Background: an optimization exercise with open tools, aiming at small area and a short achievable clock period. Do not read the settings as production practice.
Where RTL was checked, it was by simulation tests only, not by an equivalence proof against the original.

==> inputs of run a <==
// PWM_duty_cycle
module PWM_duty_cycle (
    input clk,
    input rst,
    input pwm_in,
    output reg [7:0] duty_cycle
);
clock: 110.0 ns
lec_check: 0
cap_margin: 20
core_margin: 2
core_utilization: 40
cts_buf_list: sky130_fd_sc_hd__clkbuf_4 sky130_fd_sc_hd__clkbuf_8
slew_margin: 60
synth_hierarchical: 1
run.sh (not shown) runs the stock make flow with config.mk's settings and CLKGATE_MAP_FILE= SYNTH_SCRIPT=/design/flow/synth_recipe.tcl, a recipe that flattens the netlist after the stock synthesis.
==> run b: changes against run a <==
--- a/flow/design.v
+++ b/flow/design.v
@@ -954,53 +954,27 @@
     always @(posedge clk) begin
         pr2 <= s1r14;
         pr3 <= s2r10;
         pr4 <= s3r7;
         qr7 <= s3ge7;
     end
-    wire        ok = ~first & ~tz4[0];    
-    wire [20:0] a_n;
-    wire [15:0] t_n;
-    wire  [7:0] duty_n;
-    wire        first_n;
-    PWM_duty_cycle_next u_next (
-        .pwm_in(pwm_in), .p(p), .ok(ok), .first(first),
-        .a(a), .a_inc(a_inc), .t1(T3), .q(q), .duty(duty_cycle),
-        .a_n(a_n), .t_n(t_n), .duty_n(duty_n), .first_n(first_n)
-    );
-    always @(posedge clk) begin
-        a <= a_n;
-        t <= t_n;
-    end
     always @(posedge clk or posedge rst) begin
         if (rst) begin
+            a <= 21'd25;
+            t <= 16'd0;
             p <= 1'b0;
             first <= 1'b1;
             duty_cycle <= 8'd0;
         end else begin
-            duty_cycle <= duty_n;
-            first <= first_n;
+            if (fe) begin
+                if (!first && !tz4[0]) duty_cycle <= q;
+                first <= 1'b0;
+                a <= 21'd25;
+                t <= 16'd0;
+            end else begin
+                t <= T3;
+                if (pwm_in) a <= a_inc;
+            end
             p <= pwm_in;
         end
     end
 endmodule
-module PWM_duty_cycle_next (
-    input         pwm_in,
-    input         p,
-    input         ok,
-    input         first,
-    input  [20:0] a,
-    input  [20:0] a_inc,
-    input  [15:0] t1,
-    input   [7:0] q,
-    input   [7:0] duty,
-    output [20:0] a_n,
-    output [15:0] t_n,
-    output  [7:0] duty_n,
-    output        first_n
-);
-    wire fe = p & ~pwm_in;               
-    assign a_n = fe ? 21'd25 : (pwm_in ? a_inc : a);
-    assign t_n = fe ? 16'd0 : t1;
-    assign duty_n = (fe & ok) ? q : duty;
-    assign first_n = first & ~fe;
-endmodule
- CTS_BUF_LIST: sky130_fd_sc_hd__clkbuf_4 sky130_fd_sc_hd__clkbuf_8 -> default
- SLEW_MARGIN: 60 -> 20
- SYNTH_HIERARCHICAL: 1 -> default
==> flow_metrics.env <==
export IMPL_vias=10700
export IMPL_synth_top_area_share_pct=23.5
export IMPL_synth_xor_area_share_pct=7.40
export IMPL_status="no timing/DRC/antenna violations"
the above is filed under run b

==> flow_metrics.env <==
export IMPL_status="no timing/DRC/antenna violations"
export IMPL_synth_xor_area_share_pct=8.55
export IMPL_std_cell_rows=69
export IMPL_vias=10600
the above is filed under run a

For run a, only the layout was checked, not whether the RTL still works.

========
==> run F: inputs <==
PWM_duty_cycle, a different RTL version from the one above (not shown whole).
Design PWM_duty_cycle, start of the top module:
module PWM_duty_cycle (
    input clk,
    input rst,
    input pwm_in,
    output reg [7:0] duty_cycle
);
Settings: LEC_CHECK=0, CAP_MARGIN=20, CORE_MARGIN=2, CORE_UTILIZATION=40, SLEW_MARGIN=20; clock period 110.0 ns.
==> run G: changes against run F <==
--- a/flow/design.v
+++ b/flow/design.v
@@ -6,42 +6,41 @@
 );
     reg [20:0] a;                        
     reg [15:0] t;                        
     reg        p;                        
     reg        first;                    
-    reg        ok;                       
-    reg  [7:0] q;                        
+    wire        fe = p & ~pwm_in;
+    wire        a_top = (a == 21'd1638375);  
+    wire [20:0] a_inc = a_top ? 21'd0 : a + 21'd25;
+    wire [22:0] n = {a, 2'b00};        
     reg [8:0] pr2;
     reg [12:0] pr3;
     reg [15:0] pr4;
-    reg [0:0] qh;
-    wire        fe = p & ~pwm_in;
-    wire [20:0] a_inc = (a == 21'd1638375) ? 21'd0 : a + 21'd25;
-    wire [22:0] n = {a, 2'b00};                         
-    wire [15:0] T1 = t + 16'd4;
-    wire [16:0] tz1;                   
+    reg qr7;
+    wire [15:0] T1 = t + 16'd3;
+    wire [16:0] tz1;               
     assign tz1[16] = 1'b1;
     genvar g1;
     generate for (g1 = 0; g1 < 16; g1 = g1 + 1) begin : g_tz1
         assign tz1[g1] = tz1[g1+1] & ~T1[g1];
     end endgenerate
-    wire [15:0] T2 = t + 16'd3;
-    wire [16:0] tz2;                   
+    wire [15:0] T2 = t + 16'd2;
+    wire [16:0] tz2;               
     assign tz2[16] = 1'b1;
     genvar g2;
     generate for (g2 = 0; g2 < 16; g2 = g2 + 1) begin : g_tz2
         assign tz2[g2] = tz2[g2+1] & ~T2[g2];
     end endgenerate
-    wire [15:0] T3 = t + 16'd2;
-    wire [16:0] tz3;                   
+    wire [15:0] T3 = t + 16'd1;
+    wire [16:0] tz3;               
     assign tz3[16] = 1'b1;
     genvar g3;
     generate for (g3 = 0; g3 < 16; g3 = g3 + 1) begin : g_tz3
         assign tz3[g3] = tz3[g3+1] & ~T3[g3];
     end endgenerate
-    wire [15:0] T4 = t + 16'd1;
-    wire [16:0] tz4;                   
+    wire [15:0] T4 = t;
+    wire [16:0] tz4;               
     assign tz4[16] = 1'b1;
     genvar g4;
     generate for (g4 = 0; g4 < 16; g4 = g4 + 1) begin : g_tz4
         assign tz4[g4] = tz4[g4+1] & ~T4[g4];
     end endgenerate
@@ -187,14 +186,14 @@
     assign s1b14[7] = (~s1v14[6] & T1[6]) | (~(s1v14[6] ^ T1[6]) & s1b14[6]);
     assign s1b14[8] = (~s1v14[7] & T1[7]) | (~(s1v14[7] ^ T1[7]) & s1b14[7]);
     assign s1b14[9] = (~s1v14[8] & T1[8]) | (~(s1v14[8] ^ T1[8]) & s1b14[8]);
     wire s1ge14 = ~s1b14[9] & tz1[9];
     wire [8:0] s1r14 = s1ge14 ? s1d14[8:0] : s1v14[8:0];
-    wire sm2 = (a[20:12] == 0);          
+    wire sm2 = 1'b0;   
     wire cb2 = p & (a[11:0] < 12'd25);   
     wire [8:0] pi2 = pr2 + cb2;
-    wire pe2 = ({7'd0, pi2} == T2);     
+    wire pe2 = ({7'd0, pi2} == T2);
     wire [8:0] P2 = (sm2 | pe2) ? 9'd0 : pi2;
     wire [9:0] s2v13 = {P2[8:0], n[13]};
     wire [10:0] s2b13;
     wire [9:0] s2d13;
     assign s2b13[0] = 1'b0;
@@ -308,14 +307,14 @@
     assign s2b10[11] = (~s2v10[10] & T2[10]) | (~(s2v10[10] ^ T2[10]) & s2b10[10]);
     assign s2b10[12] = (~s2v10[11] & T2[11]) | (~(s2v10[11] ^ T2[11]) & s2b10[11]);
     assign s2b10[13] = (~s2v10[12] & T2[12]) | (~(s2v10[12] ^ T2[12]) & s2b10[12]);
     wire s2ge10 = ~s2b10[13] & tz2[13];
     wire [12:0] s2r10 = s2ge10 ? s2d10[12:0] : s2v10[12:0];
-    wire sm3 = (a[20:8] == 0);          
+    wire sm3 = (a[20:8] == 0);              
     wire cb3 = p & (a[7:0] < 8'd25);   
     wire [12:0] pi3 = pr3 + cb3;
-    wire pe3 = ({3'd0, pi3} == T3);     
+    wire pe3 = ({3'd0, pi3} == T3);
     wire [12:0] P3 = (sm3 | pe3) ? 13'd0 : pi3;
     wire [13:0] s3v9 = {P3[12:0], n[9]};
     wire [14:0] s3b9;
     wire [13:0] s3d9;
     assign s3b9[0] = 1'b0;
@@ -421,16 +420,14 @@
     assign s3b7[14] = (~s3v7[13] & T3[13]) | (~(s3v7[13] ^ T3[13]) & s3b7[13]);
     assign s3b7[15] = (~s3v7[14] & T3[14]) | (~(s3v7[14] ^ T3[14]) & s3b7[14]);
     assign s3b7[16] = (~s3v7[15] & T3[15]) | (~(s3v7[15] ^ T3[15]) & s3b7[15]);
     wire s3ge7 = ~s3b7[16];
     wire [15:0] s3r7 = s3ge7 ? s3d7[15:0] : s3v7[15:0];
-    wire sm4 = (a[20:5] == 0);          
-    wire cb4 = p & (a[4:0] < 5'd25);   
-    wire [15:0] pi4 = pr4 + cb4;
-    wire pe4 = (pi4 == T4);     
-    wire [15:0] P4 = (sm4 | pe4) ? 16'd0 : pi4;
-    wire [16:0] s4v6 = {P4[15:0], n[6]};
+    wire [4:0] al = a[4:0] - 5'd25;
+    wire [6:0] nd4 = {al, 2'b00};
+    wire [15:0] P4 = pr4;
+    wire [16:0] s4v6 = {P4[15:0], nd4[6]};
     wire [17:0] s4b6;
     wire [16:0] s4d6;
     assign s4b6[0] = 1'b0;
     assign s4d6[0] = s4v6[0] ^ T4[0] ^ s4b6[0];
     assign s4d6[1] = s4v6[1] ^ T4[1] ^ s4b6[1];
@@ -501,11 +498,11 @@
     assign s4b6[15] = s4g6[14] | (s4p6[14] & s4b6[14]);
     assign s4b6[16] = s4g6[15] | (s4p6[15] & s4g6[14]) | (s4p6[15] & s4p6[14] & s4b6[14]);
     assign s4b6[17] = s4g6[16] | (s4p6[16] & s4b6[16]);
     wire s4ge6 = ~s4b6[17];
     wire [15:0] s4r6 = s4ge6 ? s4d6[15:0] : s4v6[15:0];
-    wire [16:0] s4v5 = {s4r6[15:0], n[5]};
+    wire [16:0] s4v5 = {s4r6[15:0], nd4[5]};
     wire [17:0] s4b5;
     wire [16:0] s4d5;
     assign s4b5[0] = 1'b0;
     assign s4d5[0] = s4v5[0] ^ T4[0] ^ s4b5[0];
     assign s4d5[1] = s4v5[1] ^ T4[1] ^ s4b5[1];
@@ -576,11 +573,11 @@
     assign s4b5[15] = s4g5[14] | (s4p5[14] & s4b5[14]);
     assign s4b5[16] = s4g5[15] | (s4p5[15] & s4g5[14]) | (s4p5[15] & s4p5[14] & s4b5[14]);
     assign s4b5[17] = s4g5[16] | (s4p5[16] & s4b5[16]);
     wire s4ge5 = ~s4b5[17];
     wire [15:0] s4r5 = s4ge5 ? s4d5[15:0] : s4v5[15:0];
-    wire [16:0] s4v4 = {s4r5[15:0], n[4]};
+    wire [16:0] s4v4 = {s4r5[15:0], nd4[4]};
     wire [17:0] s4b4;
     wire [16:0] s4d4;
     assign s4b4[0] = 1'b0;
     assign s4d4[0] = s4v4[0] ^ T4[0] ^ s4b4[0];
     assign s4d4[1] = s4v4[1] ^ T4[1] ^ s4b4[1];
@@ -651,11 +648,11 @@
     assign s4b4[15] = s4g4[14] | (s4p4[14] & s4b4[14]);
     assign s4b4[16] = s4g4[15] | (s4p4[15] & s4g4[14]) | (s4p4[15] & s4p4[14] & s4b4[14]);
     assign s4b4[17] = s4g4[16] | (s4p4[16] & s4b4[16]);
     wire s4ge4 = ~s4b4[17];
     wire [15:0] s4r4 = s4ge4 ? s4d4[15:0] : s4v4[15:0];
-    wire [16:0] s4v3 = {s4r4[15:0], n[3]};
+    wire [16:0] s4v3 = {s4r4[15:0], nd4[3]};
     wire [17:0] s4b3;
     wire [16:0] s4d3;
     assign s4b3[0] = 1'b0;
     assign s4d3[0] = s4v3[0] ^ T4[0] ^ s4b3[0];
     assign s4d3[1] = s4v3[1] ^ T4[1] ^ s4b3[1];
@@ -726,11 +723,11 @@
     assign s4b3[15] = s4g3[14] | (s4p3[14] & s4b3[14]);
     assign s4b3[16] = s4g3[15] | (s4p3[15] & s4g3[14]) | (s4p3[15] & s4p3[14] & s4b3[14]);
     assign s4b3[17] = s4g3[16] | (s4p3[16] & s4b3[16]);
     wire s4ge3 = ~s4b3[17];
     wire [15:0] s4r3 = s4ge3 ? s4d3[15:0] : s4v3[15:0];
-    wire [16:0] s4v2 = {s4r3[15:0], n[2]};
+    wire [16:0] s4v2 = {s4r3[15:0], nd4[2]};
     wire [17:0] s4b2;
     wire [16:0] s4d2;
     assign s4b2[0] = 1'b0;
     assign s4d2[0] = s4v2[0] ^ T4[0] ^ s4b2[0];
     assign s4d2[1] = s4v2[1] ^ T4[1] ^ s4b2[1];
@@ -801,11 +798,11 @@
     assign s4b2[15] = s4g2[14] | (s4p2[14] & s4b2[14]);
     assign s4b2[16] = s4g2[15] | (s4p2[15] & s4g2[14]) | (s4p2[15] & s4p2[14] & s4b2[14]);
     assign s4b2[17] = s4g2[16] | (s4p2[16] & s4b2[16]);
     wire s4ge2 = ~s4b2[17];
     wire [15:0] s4r2 = s4ge2 ? s4d2[15:0] : s4v2[15:0];
-    wire [16:0] s4v1 = {s4r2[15:0], n[1]};
+    wire [16:0] s4v1 = {s4r2[15:0], nd4[1]};
     wire [17:0] s4b1;
     wire [16:0] s4d1;
     assign s4b1[0] = 1'b0;
     assign s4d1[0] = s4v1[0] ^ T4[0] ^ s4b1[0];
     assign s4d1[1] = s4v1[1] ^ T4[1] ^ s4b1[1];
@@ -876,11 +873,11 @@
     assign s4b1[15] = s4g1[14] | (s4p1[14] & s4b1[14]);
     assign s4b1[16] = s4g1[15] | (s4p1[15] & s4g1[14]) | (s4p1[15] & s4p1[14] & s4b1[14]);
     assign s4b1[17] = s4g1[16] | (s4p1[16] & s4b1[16]);
     wire s4ge1 = ~s4b1[17];
     wire [15:0] s4r1 = s4ge1 ? s4d1[15:0] : s4v1[15:0];
-    wire [16:0] s4v0 = {s4r1[15:0], n[0]};
+    wire [16:0] s4v0 = {s4r1[15:0], nd4[0]};
     wire [17:0] s4b0;
     wire [16:0] s4d0;
     assign s4b0[0] = 1'b0;
     assign s4d0[0] = s4v0[0] ^ T4[0] ^ s4b0[0];
     assign s4d0[1] = s4v0[1] ^ T4[1] ^ s4b0[1];
@@ -951,37 +948,35 @@
     assign s4b0[15] = s4g0[14] | (s4p0[14] & s4b0[14]);
     assign s4b0[16] = s4g0[15] | (s4p0[15] & s4g0[14]) | (s4p0[15] & s4p0[14] & s4b0[14]);
     assign s4b0[17] = s4g0[16] | (s4p0[16] & s4b0[16]);
     wire s4ge0 = ~s4b0[17];
     wire [15:0] s4r0 = s4ge0 ? s4d0[15:0] : s4v0[15:0];
-    wire [0:0] qhc = sm4 ? 1'd0 : qh + pe4;
-    wire [7:0] qn = {qhc, s4ge6, s4ge5, s4ge4, s4ge3, s4ge2, s4ge1, s4ge0};
+    wire [7:0] q = {qr7, s4ge6, s4ge5, s4ge4, s4ge3, s4ge2, s4ge1, s4ge0};
     always @(posedge clk) begin
         pr2 <= s1r14;
         pr3 <= s2r10;
         pr4 <= s3r7;
-        qh <= {s3ge7};
-        q <= qn;
+        qr7 <= s3ge7;
     end
-    always @(posedge clk or posedge rst) begin
-        if (rst) begin
+    always @(posedge clk) begin
+        if (fe) begin
             a <= 21'd25;
             t <= 16'd0;
+        end else begin
+            t <= T3;
+            if (pwm_in) a <= a_inc;
+        end
+    end
+    always @(posedge clk or posedge rst) begin
+        if (rst) begin
             p <= 1'b0;
             first <= 1'b1;
-            ok <= 1'b0;
             duty_cycle <= 8'd0;
         end else begin
-            if (fe & ok) duty_cycle <= q;
-            ok <= ~first & (t != 16'hffff);
             if (fe) begin
+                if (!first && !tz4[0]) duty_cycle <= q;
                 first <= 1'b0;
-                a <= 21'd25;
-                t <= 16'd0;
-            end else begin
-                t <= T4;
-                if (pwm_in) a <= a_inc;
             end
             p <= pwm_in;
         end
     end
 endmodule
--- a/flow/config.mk
+++ b/flow/config.mk
@@ -6,6 +6,6 @@
 export NUM_CORES = 4
 export LEC_CHECK = 0
 export CAP_MARGIN = 20
 export CORE_MARGIN = 2
 export CORE_UTILIZATION = 40
-export SLEW_MARGIN = 20
+export SLEW_MARGIN = 60
==> run E: changes against run F <==
--- a/flow/design.v
+++ b/flow/design.v
@@ -6,42 +6,41 @@
 );
     reg [20:0] a;                        
     reg [15:0] t;                        
     reg        p;                        
     reg        first;                    
-    reg        ok;                       
-    reg  [7:0] q;                        
+    wire        fe = p & ~pwm_in;
+    wire        a_top = (a == 21'd1638375);  
+    wire [20:0] a_inc = a_top ? 21'd0 : a + 21'd25;
+    wire [22:0] n = {a, 2'b00};        
     reg [8:0] pr2;
     reg [12:0] pr3;
     reg [15:0] pr4;
-    reg [0:0] qh;
-    wire        fe = p & ~pwm_in;
-    wire [20:0] a_inc = (a == 21'd1638375) ? 21'd0 : a + 21'd25;
-    wire [22:0] n = {a, 2'b00};                         
-    wire [15:0] T1 = t + 16'd4;
-    wire [16:0] tz1;                   
+    reg qr7;
+    wire [15:0] T1 = t + 16'd3;
+    wire [16:0] tz1;               
     assign tz1[16] = 1'b1;
     genvar g1;
     generate for (g1 = 0; g1 < 16; g1 = g1 + 1) begin : g_tz1
         assign tz1[g1] = tz1[g1+1] & ~T1[g1];
     end endgenerate
-    wire [15:0] T2 = t + 16'd3;
-    wire [16:0] tz2;                   
+    wire [15:0] T2 = t + 16'd2;
+    wire [16:0] tz2;               
     assign tz2[16] = 1'b1;
     genvar g2;
     generate for (g2 = 0; g2 < 16; g2 = g2 + 1) begin : g_tz2
         assign tz2[g2] = tz2[g2+1] & ~T2[g2];
     end endgenerate
-    wire [15:0] T3 = t + 16'd2;
-    wire [16:0] tz3;                   
+    wire [15:0] T3 = t + 16'd1;
+    wire [16:0] tz3;               
     assign tz3[16] = 1'b1;
     genvar g3;
     generate for (g3 = 0; g3 < 16; g3 = g3 + 1) begin : g_tz3
         assign tz3[g3] = tz3[g3+1] & ~T3[g3];
     end endgenerate
-    wire [15:0] T4 = t + 16'd1;
-    wire [16:0] tz4;                   
+    wire [15:0] T4 = t;
+    wire [16:0] tz4;               
     assign tz4[16] = 1'b1;
     genvar g4;
     generate for (g4 = 0; g4 < 16; g4 = g4 + 1) begin : g_tz4
         assign tz4[g4] = tz4[g4+1] & ~T4[g4];
     end endgenerate
@@ -187,14 +186,14 @@
     assign s1b14[7] = (~s1v14[6] & T1[6]) | (~(s1v14[6] ^ T1[6]) & s1b14[6]);
     assign s1b14[8] = (~s1v14[7] & T1[7]) | (~(s1v14[7] ^ T1[7]) & s1b14[7]);
     assign s1b14[9] = (~s1v14[8] & T1[8]) | (~(s1v14[8] ^ T1[8]) & s1b14[8]);
     wire s1ge14 = ~s1b14[9] & tz1[9];
     wire [8:0] s1r14 = s1ge14 ? s1d14[8:0] : s1v14[8:0];
-    wire sm2 = (a[20:12] == 0);          
+    wire sm2 = 1'b0;   
     wire cb2 = p & (a[11:0] < 12'd25);   
     wire [8:0] pi2 = pr2 + cb2;
-    wire pe2 = ({7'd0, pi2} == T2);     
+    wire pe2 = ({7'd0, pi2} == T2);
     wire [8:0] P2 = (sm2 | pe2) ? 9'd0 : pi2;
     wire [9:0] s2v13 = {P2[8:0], n[13]};
     wire [10:0] s2b13;
     wire [9:0] s2d13;
     assign s2b13[0] = 1'b0;
@@ -308,14 +307,14 @@
     assign s2b10[11] = (~s2v10[10] & T2[10]) | (~(s2v10[10] ^ T2[10]) & s2b10[10]);
     assign s2b10[12] = (~s2v10[11] & T2[11]) | (~(s2v10[11] ^ T2[11]) & s2b10[11]);
     assign s2b10[13] = (~s2v10[12] & T2[12]) | (~(s2v10[12] ^ T2[12]) & s2b10[12]);
     wire s2ge10 = ~s2b10[13] & tz2[13];
     wire [12:0] s2r10 = s2ge10 ? s2d10[12:0] : s2v10[12:0];
-    wire sm3 = (a[20:8] == 0);          
+    wire sm3 = (a[20:8] == 0);              
     wire cb3 = p & (a[7:0] < 8'd25);   
     wire [12:0] pi3 = pr3 + cb3;
-    wire pe3 = ({3'd0, pi3} == T3);     
+    wire pe3 = ({3'd0, pi3} == T3);
     wire [12:0] P3 = (sm3 | pe3) ? 13'd0 : pi3;
     wire [13:0] s3v9 = {P3[12:0], n[9]};
     wire [14:0] s3b9;
     wire [13:0] s3d9;
     assign s3b9[0] = 1'b0;
@@ -421,16 +420,14 @@
     assign s3b7[14] = (~s3v7[13] & T3[13]) | (~(s3v7[13] ^ T3[13]) & s3b7[13]);
     assign s3b7[15] = (~s3v7[14] & T3[14]) | (~(s3v7[14] ^ T3[14]) & s3b7[14]);
     assign s3b7[16] = (~s3v7[15] & T3[15]) | (~(s3v7[15] ^ T3[15]) & s3b7[15]);
     wire s3ge7 = ~s3b7[16];
     wire [15:0] s3r7 = s3ge7 ? s3d7[15:0] : s3v7[15:0];
-    wire sm4 = (a[20:5] == 0);          
-    wire cb4 = p & (a[4:0] < 5'd25);   
-    wire [15:0] pi4 = pr4 + cb4;
-    wire pe4 = (pi4 == T4);     
-    wire [15:0] P4 = (sm4 | pe4) ? 16'd0 : pi4;
-    wire [16:0] s4v6 = {P4[15:0], n[6]};
+    wire [4:0] al = a[4:0] - 5'd25;
+    wire [6:0] nd4 = {al, 2'b00};
+    wire [15:0] P4 = pr4;
+    wire [16:0] s4v6 = {P4[15:0], nd4[6]};
     wire [17:0] s4b6;
     wire [16:0] s4d6;
     assign s4b6[0] = 1'b0;
     assign s4d6[0] = s4v6[0] ^ T4[0] ^ s4b6[0];
     assign s4d6[1] = s4v6[1] ^ T4[1] ^ s4b6[1];
@@ -501,11 +498,11 @@
     assign s4b6[15] = s4g6[14] | (s4p6[14] & s4b6[14]);
     assign s4b6[16] = s4g6[15] | (s4p6[15] & s4g6[14]) | (s4p6[15] & s4p6[14] & s4b6[14]);
     assign s4b6[17] = s4g6[16] | (s4p6[16] & s4b6[16]);
     wire s4ge6 = ~s4b6[17];
     wire [15:0] s4r6 = s4ge6 ? s4d6[15:0] : s4v6[15:0];
-    wire [16:0] s4v5 = {s4r6[15:0], n[5]};
+    wire [16:0] s4v5 = {s4r6[15:0], nd4[5]};
     wire [17:0] s4b5;
     wire [16:0] s4d5;
     assign s4b5[0] = 1'b0;
     assign s4d5[0] = s4v5[0] ^ T4[0] ^ s4b5[0];
     assign s4d5[1] = s4v5[1] ^ T4[1] ^ s4b5[1];
@@ -576,11 +573,11 @@
     assign s4b5[15] = s4g5[14] | (s4p5[14] & s4b5[14]);
     assign s4b5[16] = s4g5[15] | (s4p5[15] & s4g5[14]) | (s4p5[15] & s4p5[14] & s4b5[14]);
     assign s4b5[17] = s4g5[16] | (s4p5[16] & s4b5[16]);
     wire s4ge5 = ~s4b5[17];
     wire [15:0] s4r5 = s4ge5 ? s4d5[15:0] : s4v5[15:0];
-    wire [16:0] s4v4 = {s4r5[15:0], n[4]};
+    wire [16:0] s4v4 = {s4r5[15:0], nd4[4]};
     wire [17:0] s4b4;
     wire [16:0] s4d4;
     assign s4b4[0] = 1'b0;
     assign s4d4[0] = s4v4[0] ^ T4[0] ^ s4b4[0];
     assign s4d4[1] = s4v4[1] ^ T4[1] ^ s4b4[1];
@@ -651,11 +648,11 @@
     assign s4b4[15] = s4g4[14] | (s4p4[14] & s4b4[14]);
     assign s4b4[16] = s4g4[15] | (s4p4[15] & s4g4[14]) | (s4p4[15] & s4p4[14] & s4b4[14]);
     assign s4b4[17] = s4g4[16] | (s4p4[16] & s4b4[16]);
     wire s4ge4 = ~s4b4[17];
     wire [15:0] s4r4 = s4ge4 ? s4d4[15:0] : s4v4[15:0];
-    wire [16:0] s4v3 = {s4r4[15:0], n[3]};
+    wire [16:0] s4v3 = {s4r4[15:0], nd4[3]};
     wire [17:0] s4b3;
     wire [16:0] s4d3;
     assign s4b3[0] = 1'b0;
     assign s4d3[0] = s4v3[0] ^ T4[0] ^ s4b3[0];
     assign s4d3[1] = s4v3[1] ^ T4[1] ^ s4b3[1];
@@ -726,11 +723,11 @@
     assign s4b3[15] = s4g3[14] | (s4p3[14] & s4b3[14]);
     assign s4b3[16] = s4g3[15] | (s4p3[15] & s4g3[14]) | (s4p3[15] & s4p3[14] & s4b3[14]);
     assign s4b3[17] = s4g3[16] | (s4p3[16] & s4b3[16]);
     wire s4ge3 = ~s4b3[17];
     wire [15:0] s4r3 = s4ge3 ? s4d3[15:0] : s4v3[15:0];
-    wire [16:0] s4v2 = {s4r3[15:0], n[2]};
+    wire [16:0] s4v2 = {s4r3[15:0], nd4[2]};
     wire [17:0] s4b2;
     wire [16:0] s4d2;
     assign s4b2[0] = 1'b0;
     assign s4d2[0] = s4v2[0] ^ T4[0] ^ s4b2[0];
     assign s4d2[1] = s4v2[1] ^ T4[1] ^ s4b2[1];
@@ -801,11 +798,11 @@
     assign s4b2[15] = s4g2[14] | (s4p2[14] & s4b2[14]);
     assign s4b2[16] = s4g2[15] | (s4p2[15] & s4g2[14]) | (s4p2[15] & s4p2[14] & s4b2[14]);
     assign s4b2[17] = s4g2[16] | (s4p2[16] & s4b2[16]);
     wire s4ge2 = ~s4b2[17];
     wire [15:0] s4r2 = s4ge2 ? s4d2[15:0] : s4v2[15:0];
-    wire [16:0] s4v1 = {s4r2[15:0], n[1]};
+    wire [16:0] s4v1 = {s4r2[15:0], nd4[1]};
     wire [17:0] s4b1;
     wire [16:0] s4d1;
     assign s4b1[0] = 1'b0;
     assign s4d1[0] = s4v1[0] ^ T4[0] ^ s4b1[0];
     assign s4d1[1] = s4v1[1] ^ T4[1] ^ s4b1[1];
@@ -876,11 +873,11 @@
     assign s4b1[15] = s4g1[14] | (s4p1[14] & s4b1[14]);
     assign s4b1[16] = s4g1[15] | (s4p1[15] & s4g1[14]) | (s4p1[15] & s4p1[14] & s4b1[14]);
     assign s4b1[17] = s4g1[16] | (s4p1[16] & s4b1[16]);
     wire s4ge1 = ~s4b1[17];
     wire [15:0] s4r1 = s4ge1 ? s4d1[15:0] : s4v1[15:0];
-    wire [16:0] s4v0 = {s4r1[15:0], n[0]};
+    wire [16:0] s4v0 = {s4r1[15:0], nd4[0]};
     wire [17:0] s4b0;
     wire [16:0] s4d0;
     assign s4b0[0] = 1'b0;
     assign s4d0[0] = s4v0[0] ^ T4[0] ^ s4b0[0];
     assign s4d0[1] = s4v0[1] ^ T4[1] ^ s4b0[1];
@@ -951,37 +948,35 @@
     assign s4b0[15] = s4g0[14] | (s4p0[14] & s4b0[14]);
     assign s4b0[16] = s4g0[15] | (s4p0[15] & s4g0[14]) | (s4p0[15] & s4p0[14] & s4b0[14]);
     assign s4b0[17] = s4g0[16] | (s4p0[16] & s4b0[16]);
     wire s4ge0 = ~s4b0[17];
     wire [15:0] s4r0 = s4ge0 ? s4d0[15:0] : s4v0[15:0];
-    wire [0:0] qhc = sm4 ? 1'd0 : qh + pe4;
-    wire [7:0] qn = {qhc, s4ge6, s4ge5, s4ge4, s4ge3, s4ge2, s4ge1, s4ge0};
+    wire [7:0] q = {qr7, s4ge6, s4ge5, s4ge4, s4ge3, s4ge2, s4ge1, s4ge0};
     always @(posedge clk) begin
         pr2 <= s1r14;
         pr3 <= s2r10;
         pr4 <= s3r7;
-        qh <= {s3ge7};
-        q <= qn;
+        qr7 <= s3ge7;
     end
-    always @(posedge clk or posedge rst) begin
-        if (rst) begin
+    always @(posedge clk) begin
+        if (fe) begin
             a <= 21'd25;
             t <= 16'd0;
+        end else begin
+            t <= T3;
+            if (pwm_in) a <= a_inc;
+        end
+    end
+    always @(posedge clk or posedge rst) begin
+        if (rst) begin
             p <= 1'b0;
             first <= 1'b1;
-            ok <= 1'b0;
             duty_cycle <= 8'd0;
         end else begin
-            if (fe & ok) duty_cycle <= q;
-            ok <= ~first & (t != 16'hffff);
             if (fe) begin
+                if (!first && !tz4[0]) duty_cycle <= q;
                 first <= 1'b0;
-                a <= 21'd25;
-                t <= 16'd0;
-            end else begin
-                t <= T4;
-                if (pwm_in) a <= a_inc;
             end
             p <= pwm_in;
         end
     end
 endmodule
--- a/flow/config.mk
+++ b/flow/config.mk
@@ -6,6 +6,8 @@
 export NUM_CORES = 4
 export LEC_CHECK = 0
 export CAP_MARGIN = 20
 export CORE_MARGIN = 2
 export CORE_UTILIZATION = 40
+export CTS_BUF_LIST = sky130_fd_sc_hd__clkbuf_4 sky130_fd_sc_hd__clkbuf_8
+export GPL_TIMING_DRIVEN = 0
 export SLEW_MARGIN = 20
==> qor summary <==
item                                                                                           run G                    run F                    run E
Status                                                                       complete, no violations  complete, no violations  complete, no violations
Multi-Input Combinational                                                                       1235                     1345                     1235
Skew-Pair Late Insertion Delay                                                               0.36 ns                  0.37 ns                  0.39 ns
Core Footprint                                                                             34300 um2                37500 um2                34300 um2
Global-route track usage on met1                                                               23.3%                    25.8%                    25.2%
Sequential cell area in the final layout                                                    1780 um2                 2150 um2                 1770 um2
Post-Synth Simple-Gate Area                                                                    14.4%                    14.4%                    14.4%
Average cell area after synthesis                                                           9.21 um2                 9.15 um2                 9.21 um2
Critical path depth                                                                                8                       90                        8
Critical path startpoint                                                                      pwm_in                     t[2]                   pwm_in
Clock edge transition at the registers on the reported setup and hold paths                  0.08 ns                  0.08 ns                  0.10 ns
Count of unique library cells instantiated by Yosys                                               71                       79                       71
No functional check of the RTL was part of run F.

## what the ideal ports hide
The results above use ideal ports. As a check the final layouts listed here were re-extracted and re-timed, cells and wires unchanged. Step 1 sets driving cells, clkbuf_16 on the clock port and buf_2 on the other inputs (assumed; they add their load-dependent delay and slew). Step 2 times the ports against the registers' clock, not the clock port: input delays grow and output delays shrink by t, the midpoint of the rising clock arrivals with the driver on. Slacks: ideal ports / drivers / drivers and shift; pairs: ideal ports / drivers.
run | shift t [ns] | slack for setup (ns) | worst setup path after step 2 | pins driven straight from the clock port
run a | 0.424 | 86.708 / 86.665 / 86.758 | input to register | 1
run b | 0.409 | 86.110 / 86.141 / 85.732 | input to register | 1
run F | 0.410 | 86.244 / 86.244 / 85.875 | input to register | 1
run G | 0.399 | 86.113 / 86.140 / 85.742 | input to register | 1
run E | 0.428 | 86.249 / 86.275 / 85.847 | input to register | 1
After both steps setup and hold are still met in every run listed. The setup slack of run E, which loses most, moves by +0.026 ns with the drivers and by -0.402 ns with both steps.
